Source: an optimization exercise on an open RTL-to-GDS flow (aim: small area, a short achievable clock period and few clock cycles per item). Production flows keep margins and buffers that such runs may drop.
In this exercise RTL edits were held to simulation tests only and were not proved equivalent to the original.
Power and IR drop assume default switching activity.

wip/fjord:
==> flow/design.v (excerpt) <==
module tdes_enc(
    input [63:0] k1,k2,k3,
    input [127:0] pt,
    output [127:0] ct,
    input rst,clk,
    output [63:0] ek1,ek2,ek3,
    output reg done
    );
always @(posedge clk)
  done <= !rst;
wire x0_0;
tdes_xnor2 gx0_0(.a(pt[0]), .b(k3[0]), .y(x0_0));
wire x0_1;
tdes_xnor2 gx0_1(.a(pt[64]), .b(k1[0]), .y(x0_1));
wire x0_2;
tdes_xnor2 gx0_2(.a(k2[0]), .b(x0_0), .y(x0_2));
wire x0_3;
tdes_xnor2 gx0_3(.a(x0_1), .b(x0_2), .y(x0_3));
wire x0_4;
tdes_xnor2 gx0_4(.a(pt[16]), .b(k3[16]), .y(x0_4));
wire x0_5;
tdes_xnor2 gx0_5(.a(pt[80]), .b(k1[16]), .y(x0_5));
wire x0_6;
tdes_xnor2 gx0_6(.a(k2[16]), .b(x0_4), .y(x0_6));
wire x0_7;
tdes_xnor2 gx0_7(.a(x0_5), .b(x0_6), .y(x0_7));
wire x0_8;
tdes_xnor2 gx0_8(.a(pt[32]), .b(k2[32]), .y(x0_8));
wire x0_9;
tdes_xnor2 gx0_9(.a(k3[32]), .b(pt[96]), .y(x0_9));
wire x0_10;
tdes_xnor2 gx0_10(.a(k1[32]), .b(x0_8), .y(x0_10));
wire x0_11;
tdes_xnor2 gx0_11(.a(x0_9), .b(x0_10), .y(x0_11));
wire x0_12;
tdes_xnor2 gx0_12(.a(pt[48]), .b(k2[48]), .y(x0_12));
wire x0_13;
tdes_xnor2 gx0_13(.a(k3[48]), .b(pt[112]), .y(x0_13));
wire x0_14;
tdes_xnor2 gx0_14(.a(k1[48]), .b(x0_12), .y(x0_14));
wire x0_15;
tdes_xnor2 gx0_15(.a(x0_13), .b(x0_14), .y(x0_15));
assign ct[0] = x0_3;
assign ct[16] = x0_7;
assign ct[32] = x0_11;
assign ct[48] = x0_15;
assign ct[64] = pt[0];
assign ct[80] = pt[16];
assign ct[96] = pt[32];
assign ct[112] = pt[48];
assign ek1[0] = k1[0];
assign ek1[16] = k1[16];
assign ek1[32] = k1[32];
assign ek1[48] = k1[48];
assign ek2[0] = k2[0];
assign ek2[16] = k2[16];
assign ek2[32] = k2[32];
assign ek2[48] = k2[48];
assign ek3[0] = k3[0];
assign ek3[16] = k3[16];
assign ek3[32] = k3[32];
assign ek3[48] = k3[48];
wire x1_16;
  ...
Size in the first run: ~630 cells after synthesis, roughly 13 flip-flops, roughly 5200 um2 of cells after synthesis.
Settings: LEC_CHECK=0, CAP_MARGIN=20, CELL_PAD_IN_SITES_DETAIL_PLACEMENT=0, CORE_AREA=2 2 248 248, CTS_BUF_LIST=sky130_fd_sc_hd__clkbuf_4, DIE_AREA=0 0 250 250, PLACE_DENSITY=0.65, SLEW_MARGIN=20, SYNTH_HIERARCHICAL=1, SYNTH_MINIMUM_KEEP_SIZE=0; clock period 10.0 ns.
standard.sh (not shown) runs the stock make flow with config.mk's settings and CLKGATE_MAP_FILE= SYNTH_SCRIPT=/design/flow/synth_recipe.tcl, a recipe that flattens the netlist after the stock synthesis.
==> flow/flow/run.sh <==
#!/bin/bash
# The standard layout, with two changes to how it is made:
# - the port buffers that buffer_ports inserts are sky130_fd_sc_hd__buf_1
#   instead of the slow delay buffer it picks by default;
# - place_pins keeps the ports of each bit lane together (pins_args.txt,
#   written by gen/pins.py), so each lane's XOR tree sits next to its pins.
set -euo pipefail
PINS="$(cat flow/pins_args.txt)"
bash standard.sh "BUFFER_PORTS_ARGS=-buffer_cell sky130_fd_sc_hd__buf_1" "PLACE_PINS_ARGS=$PINS" finish > standard.log 2>&1
Other scripts of this flow, unchanged in this note and not shown: flow/flow/pins_args.txt
Testbench counts of wip/fjord, summed over its fixed seeds: cycles 512, items 256.
The inputs of wip/juniper differ from those of wip/fjord as listed below.
# wip/fjord
export LEC_CHECK = 0
export CAP_MARGIN = 20
export CELL_PAD_IN_SITES_DETAIL_PLACEMENT = 0
export CORE_AREA = 2 2 248 248
export CTS_BUF_LIST = sky130_fd_sc_hd__clkbuf_4
export DIE_AREA = 0 0 250 250
export PLACE_DENSITY = 0.65
export SLEW_MARGIN = 20
export SYNTH_HIERARCHICAL = 1
export SYNTH_MINIMUM_KEEP_SIZE = 0
create_clock -name core_clock -period 10.0 [get_ports {clk}]
# wip/juniper
export LEC_CHECK = 0
export CAP_MARGIN = 20
export CELL_PAD_IN_SITES_DETAIL_PLACEMENT = 0
export CORE_AREA = 2 2 248 248
export CTS_BUF_LIST = sky130_fd_sc_hd__clkbuf_4
export DIE_AREA = 0 0 250 250
export PLACE_DENSITY = 0.5
export SLEW_MARGIN = 20
export SYNTH_HIERARCHICAL = 1
export SYNTH_MINIMUM_KEEP_SIZE = 0
create_clock -name core_clock -period 10.0 [get_ports {clk}]
==> comparison <==
Fmax across wip/juniper and wip/fjord: no real change. Taking wip/fjord as the reference, in wip/juniper cell area neither gained nor lost much, count of inserted antenna diode cells shows an increase of 1, global-route usage up 0.80 points. Hold slack in wip/juniper vs wip/fjord: up 0.0046 ns. Looking at routed wire length, wip/juniper sits about 24% above wip/fjord. In wip/juniper, net switching power of the design is higher than in wip/fjord. Final routed wire length divided by cell count ended up 1.1 um higher on wip/juniper than on wip/fjord. Taking wip/juniper over wip/fjord, the global-route wire length before repair ratio works out to 1.2.
Edits applied to the flow inputs when going from wip/juniper to wip/xenon:
# wip/juniper
export LEC_CHECK = 0
export CAP_MARGIN = 20
export CELL_PAD_IN_SITES_DETAIL_PLACEMENT = 0
export CORE_AREA = 2 2 248 248
export CTS_BUF_LIST = sky130_fd_sc_hd__clkbuf_4
export DIE_AREA = 0 0 250 250
export PLACE_DENSITY = 0.5
export SLEW_MARGIN = 20
export SYNTH_HIERARCHICAL = 1
export SYNTH_MINIMUM_KEEP_SIZE = 0
create_clock -name core_clock -period 10.0 [get_ports {clk}]
# wip/xenon
export LEC_CHECK = 0
export CAP_MARGIN = 20
export CELL_PAD_IN_SITES_DETAIL_PLACEMENT = 0
export CORE_AREA = 2 2 248 248
export CTS_BUF_LIST = sky130_fd_sc_hd__clkbuf_4
export DIE_AREA = 0 0 250 250
export PLACE_DENSITY = 0.8
export SLEW_MARGIN = 20
export SYNTH_HIERARCHICAL = 1
export SYNTH_MINIMUM_KEEP_SIZE = 0
create_clock -name core_clock -period 10.0 [get_ports {clk}]
==> notes.md <==
Summary of wip/xenon over wip/juniper: area of all placed cells without fillers essentially unchanged, via count increased about 3.5%, worst max-slew margin expressed relative to the limit increased 26 points.
> inputs changed (wip/xenon -> wip/harbor)
# wip/xenon
export LEC_CHECK = 0
export CAP_MARGIN = 20
export CELL_PAD_IN_SITES_DETAIL_PLACEMENT = 0
export CORE_AREA = 2 2 248 248
export CTS_BUF_LIST = sky130_fd_sc_hd__clkbuf_4
export DIE_AREA = 0 0 250 250
export PLACE_DENSITY = 0.8
export SLEW_MARGIN = 20
export SYNTH_HIERARCHICAL = 1
export SYNTH_MINIMUM_KEEP_SIZE = 0
create_clock -name core_clock -period 10.0 [get_ports {clk}]
# wip/harbor
export LEC_CHECK = 0
export CAP_MARGIN = 20
export CELL_PAD_IN_SITES_DETAIL_PLACEMENT = 1
export CORE_AREA = 2 2 248 248
export CTS_BUF_LIST = sky130_fd_sc_hd__clkbuf_4
export DIE_AREA = 0 0 250 250
export PLACE_DENSITY = 0.5
export SLEW_MARGIN = 20
export SYNTH_HIERARCHICAL = 1
export SYNTH_MINIMUM_KEEP_SIZE = 0
create_clock -name core_clock -period 10.0 [get_ports {clk}]
### Flow results
Looking at number of antenna violations at the first check in global routing, wip/harbor sits 3 above wip/xenon. Any difference in sequential share of layout area between wip/harbor and wip/xenon is small enough to ignore. wip/xenon → wip/harbor: part of the power in the clock network saw a decrease, relative area change from synthesis to final layout has remained practically unchanged.


tdes_enc, a different RTL version from the one above (not shown whole).
For scale: roughly 610 cells after synthesis.
Design tdes_enc, start of the top module:
module tdes_enc(
    input [63:0] k1,k2,k3,
    input [127:0] pt,
    output [127:0] ct,
    input rst,clk,
    output [63:0] ek1,ek2,ek3,
    output reg done
    );
always @(posedge clk)
  done <= !rst;
wire x0_0;
tdes_xnor2 gx0_0(.a(pt[0]), .b(k3[0]), .y(x0_0));
wire x0_1;
tdes_xnor2 gx0_1(.a(pt[64]), .b(k1[0]), .y(x0_1));
wire x0_2;
tdes_xnor2 gx0_2(.a(k2[0]), .b(x0_0), .y(x0_2));
wire x0_3;
tdes_xnor2 gx0_3(.a(x0_1), .b(x0_2), .y(x0_3));
wire x0_4;
tdes_xnor2 gx0_4(.a(pt[16]), .b(k3[16]), .y(x0_4));
wire x0_5;
tdes_xnor2 gx0_5(.a(pt[80]), .b(k1[16]), .y(x0_5));
wire x0_6;
tdes_xnor2 gx0_6(.a(k2[16]), .b(x0_4), .y(x0_6));
wire x0_7;
tdes_xnor2 gx0_7(.a(x0_5), .b(x0_6), .y(x0_7));
wire x0_8;
tdes_xnor2 gx0_8(.a(pt[32]), .b(k2[32]), .y(x0_8));
wire x0_9;
tdes_xnor2 gx0_9(.a(k3[32]), .b(pt[96]), .y(x0_9));
wire x0_10;
tdes_xnor2 gx0_10(.a(k1[32]), .b(x0_8), .y(x0_10));
wire x0_11;
tdes_xnor2 gx0_11(.a(x0_9), .b(x0_10), .y(x0_11));
wire x0_12;
tdes_xnor2 gx0_12(.a(pt[48]), .b(k2[48]), .y(x0_12));
wire x0_13;
tdes_xnor2 gx0_13(.a(k3[48]), .b(pt[112]), .y(x0_13));
wire x0_14;
tdes_xnor2 gx0_14(.a(k1[48]), .b(x0_12), .y(x0_14));
wire x0_15;
tdes_xnor2 gx0_15(.a(x0_13), .b(x0_14), .y(x0_15));
assign ct[0] = x0_3;
assign ct[16] = x0_7;
assign ct[32] = x0_11;
assign ct[48] = x0_15;
  ...
export LEC_CHECK = 0
export CAP_MARGIN = 20
export CELL_PAD_IN_SITES_DETAIL_PLACEMENT = 1
export CORE_AREA = 2 2 298 298
export DIE_AREA = 0 0 300 300
export PLACE_DENSITY = 0.5
export SLEW_MARGIN = 20
export SYNTH_HIERARCHICAL = 1
export SYNTH_MINIMUM_KEEP_SIZE = 0
create_clock -name core_clock -period 10.0 [get_ports {clk}]
Scripts as last shown in full above: flow/flow/run.sh
Other scripts of this flow, unchanged in this note and not shown: flow/flow/pins_args.txt
The starting point stopped in I/O pin placement, error PPL-0086.
Testbench counts at the start, summed over its fixed seeds: cycles 512, items 256.
Next try:
- CORE_AREA: 2 2 298 298 -> 2 2 223 223
- DIE_AREA: 0 0 300 300 -> 0 0 225 225
The changed run stopped in I/O pin placement with PPL-0086.
Synthesized cell count is unchanged.
Area after synthesis does not change.
Next try:
- CORE_AREA: 2 2 223 223 -> 2 2 248 248
- DIE_AREA: 0 0 225 225 -> 0 0 250 250
Result:
- The changed run ended with an error in I/O pin placement (PPL-0086)
- synthesized area does not change
- synthesized cell count does not change

-- port drivers added, routing unchanged --
The results above use ideal ports. As a check the final layouts listed here were re-extracted and re-timed, cells and wires unchanged. Step 1: set_driving_cell puts a clkbuf_16 on clk and a buf_2 on each other input, an assumption about the parent block. Step 2 moves the port delays by t, midway between the first and last clock arrival at a register: inputs arrive t later, outputs are due t later. That takes back most of the time a late clock gives input paths. Slacks: no drivers / after step 1 / after step 2; pairs: no drivers / after step 1.
run | t, ns | setup slack, ns | worst slew at a driven data input, ns
wip/fjord | 0.303 | 5.246 / 5.223 / 5.223 | 0.04
wip/juniper | 0.316 | 5.241 / 5.221 / 5.221 | 0.04
wip/xenon | 0.311 | 5.247 / 5.226 / 5.226 | 0.04
wip/harbor | 0.317 | 5.237 / 5.212 / 5.212 | 0.04
After both steps setup and hold are still met in every run listed. For wip/harbor, which loses most, drivers alone change the setup slack by -0.025 ns; drivers and shift together by -0.025 ns.
